From an optimization exercise on the open Yosys and OpenROAD flow, aimed at small area and a short achievable clock period; shortcuts taken in it are not production practice.
Only simulation tests tie the RTL to the original design; equivalence was not proved.

== run A ==
==> flow/design.v (excerpt) <==
module square_extractor #(
	parameter WIDTH = 32
)(
	input clk,     
	input rst_n,   
	input din_valid,
	input [2 * WIDTH - 1:0]radicand,
	output dout_valid,
	output [WIDTH - 1:0]dout,
	output [2 * WIDTH - 1:0]remainder
);
	wire [2:0] qn3;
	wire [3:0] r3;
	wire [2:0] q3_t;
	wire [5:0] sq3_t;
	assign q3_t = (radicand[63:58] >= 6'd49) ? 3'd7 : (radicand[63:58] >= 6'd36) ? 3'd6 : (radicand[63:58] >= 6'd25) ? 3'd5 : (radicand[63:58] >= 6'd16) ? 3'd4 : (radicand[63:58] >= 6'd9) ? 3'd3 : (radicand[63:58] >= 6'd4) ? 3'd2 : (radicand[63:58] >= 6'd1) ? 3'd1 : 3'd0;
	assign sq3_t = (radicand[63:58] >= 6'd49) ? 6'd49 : (radicand[63:58] >= 6'd36) ? 6'd36 : (radicand[63:58] >= 6'd25) ? 6'd25 : (radicand[63:58] >= 6'd16) ? 6'd16 : (radicand[63:58] >= 6'd9) ? 6'd9 : (radicand[63:58] >= 6'd4) ? 6'd4 : (radicand[63:58] >= 6'd1) ? 6'd1 : 6'd0;
	assign qn3 = ~q3_t;
	wire [5:0] r3_t = radicand[63:58] - sq3_t;
	assign r3 = r3_t[3:0];
	wire [57:0] x3 = radicand[57:0];
	reg v_s0;
	reg [2:0] qn_s0;
	reg [3:0] r_s0;
	reg [57:0] x_s0;
	always @(posedge clk or negedge rst_n)
		if (!rst_n) v_s0 <= 1'b0;
		else v_s0 <= din_valid;
	always @(posedge clk) begin qn_s0 <= qn3; r_s0 <= r3; x_s0 <= x3; end
	wire [4:0] qn5;
	wire [5:0] r5;
	square_row4_3 u_step3 (.r(r_s0), .qn(qn_s0), .b(x_s0[57:54]), .nr(r5), .nqn(qn5));
	wire [53:0] x5 = x_s0[53:0];
	reg v_s1;
	reg [4:0] qn_s1;
	reg [5:0] r_s1;
	reg [53:0] x_s1;
	always @(posedge clk or negedge rst_n)
		if (!rst_n) v_s1 <= 1'b0;
		else v_s1 <= v_s0;
	always @(posedge clk) begin qn_s1 <= qn5; r_s1 <= r5; x_s1 <= x5; end
	wire [6:0] qn7;
	wire [7:0] r7;
	square_row4_5 u_step5 (.r(r_s1), .qn(qn_s1), .b(x_s1[53:50]), .nr(r7), .nqn(qn7));
	wire [49:0] x7 = x_s1[49:0];
	reg v_s2;
	reg [6:0] qn_s2;
	reg [7:0] r_s2;
	reg [49:0] x_s2;
	always @(posedge clk or negedge rst_n)
		if (!rst_n) v_s2 <= 1'b0;
		else v_s2 <= v_s1;
	always @(posedge clk) begin qn_s2 <= qn7; r_s2 <= r7; x_s2 <= x7; end
	wire [8:0] qn9;
	wire [9:0] r9;
	square_row4_7 u_step7 (.r(r_s2), .qn(qn_s2), .b(x_s2[49:46]), .nr(r9), .nqn(qn9));
	wire [45:0] x9 = x_s2[45:0];
	reg v_s3;
	reg [8:0] qn_s3;
	reg [9:0] r_s3;
	reg [45:0] x_s3;
	always @(posedge clk or negedge rst_n)
		if (!rst_n) v_s3 <= 1'b0;
		else v_s3 <= v_s2;
	always @(posedge clk) begin qn_s3 <= qn9; r_s3 <= r9; x_s3 <= x9; end
  ...
clock: 5.5 ns
lec_check: 0
abc_area: 1
cap_margin: 20
core_margin: 2
core_utilization: 40
cts_cluster_diameter: 200
cts_cluster_size: 20
place_density: 0.75
setup_slack_margin: 3.1
slew_margin: 20
standard.sh (not shown) runs the stock make flow with config.mk's settings and CLKGATE_MAP_FILE= SYNTH_SCRIPT=/design/flow/synth_recipe.tcl, a recipe that flattens the netlist after the stock synthesis.
==> flow/flow/run.sh <==
#!/bin/bash
# Own flow: the standard layout (standard.sh, all steps unchanged), except
# that synthesis skips Yosys's extract_fa step and maps the combinational
# logic with flow/abc.script (ORFS's abc_area.script); see flow/synth.tcl.
# Each step's full output goes to a log file of its own in this folder.
set -euo pipefail
W=$(pwd)
export OWN_WORK=$W
export OWN_ABC_SCRIPT=$W/flow/abc.script
for step in synth floorplan place cts route finish; do
  bash standard.sh SYNTH_SCRIPT=$W/flow/synth.tcl $step > $W/$step.log 2>&1
done
==> flow/flow/abc.script <==
strash
dch
map -B 0.9
topo
stime -c
buffer -c
upsize -c
dnsize -c
==> flow/flow/synth.tcl <==
# The standard flow's synthesis script (synth_recipe.tcl in the work folder), without
# Yosys's extract_fa step (ORFS's mapping of full and half adders onto the
# library's fa/ha cells) and with Yosys's abc pass run on flow/abc.script.
# Only the mapping of the combinational logic changes; the flip-flops and
# their names are the standard synthesis's.
proc extract_fa {args} { puts "own flow: extract_fa skipped" }
proc abc {args} {
  set i [lsearch $args -script]
  lset args [expr {$i + 1}] $::env(OWN_ABC_SCRIPT)
  puts "own flow: abc $args"
  yosys abc {*}$args
}
source $::env(OWN_WORK)/synth_recipe.tcl
Run A reached the end of the flow, and the finished layout is clean on the timing, DRC and antenna checks.
Relative to run A, the following input files were edited for run B:
Settings: PLACE_DENSITY: 0.75 -> unset.
--- outcome ---
- Per the comparison of run B with run A, utilization decreased by 0.39 points relative to the old numbers.
- Between run A and run B, the worst hold slack figures differ only marginally.
- Re wire length: run A was higher than run B.
- Of run B and run A, it is run B that has the lower count of cells along the worst register-to-register path.
The following lists how run C was set up differently from run B:
Settings: CAP_MARGIN now 10, was 20; SLEW_MARGIN now 10, was 20.
Notes after the runs:
Run B vs run C, worst setup path startpoint: r_s16[4] vs r_s16[8]. Run C -> run B: final standard cell utilization of the core flat. Re number of combinational gates with multiple inputs: no difference whatsoever between run C and run B. Changes observed in run C relative to run B: via count was more or less identical; hold slack barely changed.
Changes in run D relative to run C:
Settings: GPL_ROUTABILITY_DRIVEN newly set to 0; SLEW_MARGIN changed from 10 to 20; CAP_MARGIN changed from 10 to 20.
Notes after the runs:
- Both conditions hold for run D: the flow ran to the end and the final layout passed the timing, DRC and antenna checks.
- Between run D and run C, the multi-input logic area figures differ only marginally.
- Final core utilization across run D and run C: no real change.

========
square_extractor, a different RTL version from the one above (not shown whole).
Size: ~8800 cells after synthesis, ~160 I/O pins.
==> flow/config.mk <==
export PLATFORM = sky130hd
export DESIGN_NAME = square_extractor
export DESIGN_NICKNAME = square_extractor
export VERILOG_FILES = /design/flow/design.v
export SDC_FILE = /design/flow/constraint.sdc
export NUM_CORES = 8
export LEC_CHECK = 0
export ABC_AREA = 1
export CAP_MARGIN = 20
export CORE_MARGIN = 2
export CORE_UTILIZATION = 40
export CTS_CLUSTER_DIAMETER = 200
export CTS_CLUSTER_SIZE = 20
export GPL_ROUTABILITY_DRIVEN = 0
export SETUP_SLACK_MARGIN = 3.1
export SLEW_MARGIN = 20
==> flow/constraint.sdc <==
create_clock -name core_clock -period 5.5 [get_ports {clk}]
set_input_delay 1.1000 -clock core_clock [delete_from_list [all_inputs] [get_ports {clk}]]
set_output_delay 1.1000 -clock core_clock [all_outputs]
set_load 0.01 [all_outputs]
Scripts as last shown in full above: flow/flow/run.sh, flow/flow/abc.script, flow/flow/synth.tcl
The baseline completed without violations.
Then changed:
Settings changed: GPL_ROUTABILITY_DRIVEN 0 to unset, SETUP_SLACK_MARGIN 3.1 to 3.12.
What happened:
- via count is about the same
- cell count barely changes
- area after synthesis stays the same
- clock skew is lower by 0.0079 ns
- non-clock buffer count climbs by 15
- die area does not change
- worst setup slack improved by 0.052 ns

========
Another version of the RTL of square_extractor (not shown whole).
For scale: ~10000 cells after synthesis, ~1700 flip-flops, ~160 I/O pins.
export LEC_CHECK = 0
export ABC_AREA = 1
export CAP_MARGIN = 20
export CORE_MARGIN = 2
export CORE_UTILIZATION = 40
export CTS_CLUSTER_DIAMETER = 100
export CTS_CLUSTER_SIZE = 25
export SETUP_SLACK_MARGIN = 3.05
export SLEW_MARGIN = 20
create_clock -name core_clock -period 5.5 [get_ports {clk}]
run.sh (not shown) runs the stock make flow with config.mk's settings and CLKGATE_MAP_FILE= SYNTH_SCRIPT=/design/flow/synth_recipe.tcl, a recipe that flattens the netlist after the stock synthesis.
Stock flow here: none of the scripts above is used.
The baseline went through all stages and came out clean.
Rerun with:
==> flow/flow/run.sh (new file) <==
#!/bin/bash
# Own flow: the standard layout (standard.sh), except that synthesis maps
# the combinational logic with flow/abc.script (see flow/synth.tcl).  Each
# step's full output goes to a log file of its own in this folder.
set -euo pipefail
W=$(pwd)
export OWN_WORK=$W
export OWN_ABC_SCRIPT=$W/flow/abc.script
for step in synth floorplan place cts route finish; do
  bash standard.sh SYNTH_SCRIPT=$W/flow/synth.tcl $step > $W/$step.log 2>&1
done
==> flow/flow/abc.script (new file) <==
strash
dch
map -D 900
topo
stime -c
buffer -c
upsize -c
dnsize -c
==> flow/flow/synth.tcl (new file) <==
# The standard flow's synthesis script (synth_recipe.tcl in the work folder), with Yosys's
# abc pass run on flow/abc.script instead of ORFS's script.  Only the mapping
# of the combinational logic changes; the flip-flops and their names are the
# standard synthesis's.
proc abc {args} {
  set i [lsearch $args -script]
  lset args [expr {$i + 1}] $::env(OWN_ABC_SCRIPT)
  puts "own flow: abc $args"
  yosys abc {*}$args
}
source $::env(OWN_WORK)/synth_recipe.tcl
==> flow/standard.sh (new file) <==
#!/bin/bash
# synth_recipe.tcl (not shown) runs the flow's synth.tcl, then flattens the netlist and writes it again
# the make line also repeats each setting of config.mk as NAME=value (left out here)
make -C /OpenROAD-flow-scripts/flow DESIGN_CONFIG=/design/flow/config.mk WORK_HOME=/design/flow/orfs CLKGATE_MAP_FILE= SYNTH_SCRIPT=/design/flow/synth_recipe.tcl "${@:-finish}"
CTS_CLUSTER_DIAMETER = 250   (was 100)
removed: flow/run.sh
Worst setup slack gains 0.0038 ns.
Cell count went down by 12%.
Wire length rises by about 4%.
First-iteration DRC count increases by 1.8%.
Clock-buffer cell count decreases by 20.
Critical path depth decreases by 4.
Via count fell by 2.6%.
Final area hardly moves.

========
Another version of the RTL of square_extractor (not shown whole).
Size: ~9,400 cells after synthesis, roughly 1,500 flip-flops.
clock: 5.5 ns
lec_check: 0
abc_area: 1
cap_margin: 20
core_margin: 2
core_utilization: 40
cts_cluster_diameter: 200
cts_cluster_size: 20
setup_slack_margin: 3.1
slew_margin: 20
tns_end_percent: 60.0
standard.sh (not shown) runs the stock make flow with config.mk's settings and CLKGATE_MAP_FILE= SYNTH_SCRIPT=/design/flow/synth_recipe.tcl, a recipe that flattens the netlist after the stock synthesis.
==> flow/flow/run.sh <==
#!/bin/bash
# Own flow: the standard layout (standard.sh, all steps unchanged), except
# that synthesis skips Yosys's extract_fa step and maps the combinational
# logic with flow/abc.script (ORFS's abc_area.script); see flow/synth.tcl.
# Each step's full output goes to a log file of its own in this folder.
set -euo pipefail
W=$(pwd)
export OWN_WORK=$W
export OWN_ABC_SCRIPT=$W/flow/abc.script
for step in synth floorplan place cts route finish; do
  bash standard.sh SYNTH_SCRIPT=$W/flow/synth.tcl $step > $W/$step.log 2>&1
done
==> flow/flow/abc.script <==
strash
dch
map -B 0.9
topo
stime -c
buffer -c
upsize -c
dnsize -c
==> flow/flow/synth.tcl <==
# The standard flow's synthesis script (synth_recipe.tcl in the work folder), without
# Yosys's extract_fa step (ORFS's mapping of full and half adders onto the
# library's fa/ha cells) and with Yosys's abc pass run on flow/abc.script.
# Only the mapping of the combinational logic changes; the flip-flops and
# their names are the standard synthesis's.
proc extract_fa {args} { puts "own flow: extract_fa skipped" }
proc abc {args} {
  set i [lsearch $args -script]
  lset args [expr {$i + 1}] $::env(OWN_ABC_SCRIPT)
  puts "own flow: abc $args"
  yosys abc {*}$args
}
source $::env(OWN_WORK)/synth_recipe.tcl
Change:
- SETUP_SLACK_MARGIN: 3.1 -> 3.15
- TNS_END_PERCENT: 60.0 -> unset
What happened: The changed run finished with timing, DRC and antenna clean. Critical path depth is lower by 11. Sequential share of layout area went down by 0.75 points. Via count climbs slightly. Die area does not change.

========
RTL: one of the versions met above, not the one the previous note started from.
Size in the first run: ~10000 cells after synthesis, roughly 1700 flip-flops, roughly 160 I/O pins, ~77000 sq um of cells after synthesis.
clock: 5.5 ns
lec_check: 0
abc_area: 1
cap_margin: 20
core_margin: 2
core_utilization: 40
cts_cluster_diameter: 250
cts_cluster_size: 25
setup_slack_margin: 3.1
slew_margin: 20
run.sh (not shown) runs the stock make flow with config.mk's settings and CLKGATE_MAP_FILE= SYNTH_SCRIPT=/design/flow/synth_recipe.tcl, a recipe that flattens the netlist after the stock synthesis.
Stock flow here: none of the scripts above is used.
Next try:
==> flow/flow/run.sh (new file) <==
#!/bin/bash
# Own flow: the standard layout (standard.sh), except that synthesis maps
# the combinational logic with flow/abc.script (see flow/synth.tcl).  Each
# step's full output goes to a log file of its own in this folder.
set -euo pipefail
W=$(pwd)
export OWN_WORK=$W
export OWN_ABC_SCRIPT=$W/flow/abc.script
for step in synth floorplan place cts route finish; do
  bash standard.sh SYNTH_SCRIPT=$W/flow/synth.tcl $step > $W/$step.log 2>&1
done
==> flow/flow/abc.script (new file) <==
strash
dch
map -B 0.9
topo
stime -c
buffer -c
upsize -c
dnsize -c
==> flow/flow/synth.tcl (new file) <==
# The standard flow's synthesis script (synth_recipe.tcl in the work folder), without
# Yosys's extract_fa step (ORFS's mapping of full and half adders onto the
# library's fa/ha cells) and with Yosys's abc pass run on flow/abc.script.
# Only the mapping of the combinational logic changes; the flip-flops and
# their names are the standard synthesis's.
proc extract_fa {args} { puts "own flow: extract_fa skipped" }
proc abc {args} {
  set i [lsearch $args -script]
  lset args [expr {$i + 1}] $::env(OWN_ABC_SCRIPT)
  puts "own flow: abc $args"
  yosys abc {*}$args
}
source $::env(OWN_WORK)/synth_recipe.tcl
==> flow/standard.sh (new file) <==
#!/bin/bash
# synth_recipe.tcl (not shown) runs the flow's synth.tcl, then flattens the netlist and writes it again
# the make line also repeats each setting of config.mk as NAME=value (left out here)
make -C /OpenROAD-flow-scripts/flow DESIGN_CONFIG=/design/flow/config.mk WORK_HOME=/design/flow/orfs CLKGATE_MAP_FILE= SYNTH_SCRIPT=/design/flow/synth_recipe.tcl "${@:-finish}"
- CTS_CLUSTER_DIAMETER: 250 -> 200
- CTS_CLUSTER_SIZE: 25 -> 20
- SETUP_SLACK_MARGIN: 3.1 -> 3.05
removed: flow/run.sh
The changed run went through all stages and came out clean.
Critical path depth is lower by 11.
Sequential share of layout area is higher by 0.99 points.
Utilization is lower by 1.3 points.
Sequential cell count does not change.
Wire length is higher slightly.

==> afterwards: timing with drivers on the ports <==
The results above use ideal ports. As a check the final layouts listed here were re-extracted and re-timed, cells and wires unchanged.
Step 1 sets driving cells, clkbuf_16 on the clock port and buf_2 on the other inputs (assumed; they add their load-dependent delay and slew).
Step 2 adds t to the input delays and takes it off the output delays; t is the mean of the earliest and latest rising clock arrival at the registers after step 1. Input paths then give back, and output paths get back, about the clock's delay inside the block.
Three values: ideal, step 1, step 2; two values: the first two.
run | t, ns | slack for setup (ns) | hold slack, ns
run A | 0.780 | 3.103 / 3.072 / 2.552 | 0.276 / 0.276 / 0.276
run B | 0.797 | 3.153 / 3.080 / 2.645 | 0.274 / 0.274 / 0.274
run C | 0.798 | 3.159 / 3.079 / 2.643 | 0.275 / 0.275 / 0.275
run D | 0.780 | 3.156 / 3.090 / 2.550 | 0.306 / 0.306 / 0.306
the first run of note 2 | 0.789 | 3.106 / 3.085 / 2.596 | 0.315 / 0.297 / 0.315
the second run of note 2 | 0.795 | 3.158 / 3.079 / 2.656 | 0.320 / 0.286 / 0.320
the first run of note 3 | 0.818 | 3.039 / 3.039 / 2.644 | 0.300 / 0.300 / 0.300
the second run of note 3 | 0.826 | 3.043 / 3.019 / 2.460 | 0.303 / 0.252 / 0.303
the first run of note 4 | 0.803 | 3.071 / 3.071 / 2.447 | 0.311 / 0.267 / 0.311
the second run of note 4 | 0.804 | 3.164 / 3.079 / 2.556 | 0.311 / 0.265 / 0.311
the first run of note 5 | 0.816 | 3.054 / 3.054 / 2.643 | 0.314 / 0.314 / 0.314
the second run of note 5 | 0.838 | 3.098 / 3.012 / 2.953 | 0.295 / 0.230 / 0.305
After both steps every run listed still meets setup and hold. For the first run of note 4, which loses most, drivers alone change the setup slack by 0.000 ns; drivers and shift together by -0.624 ns.
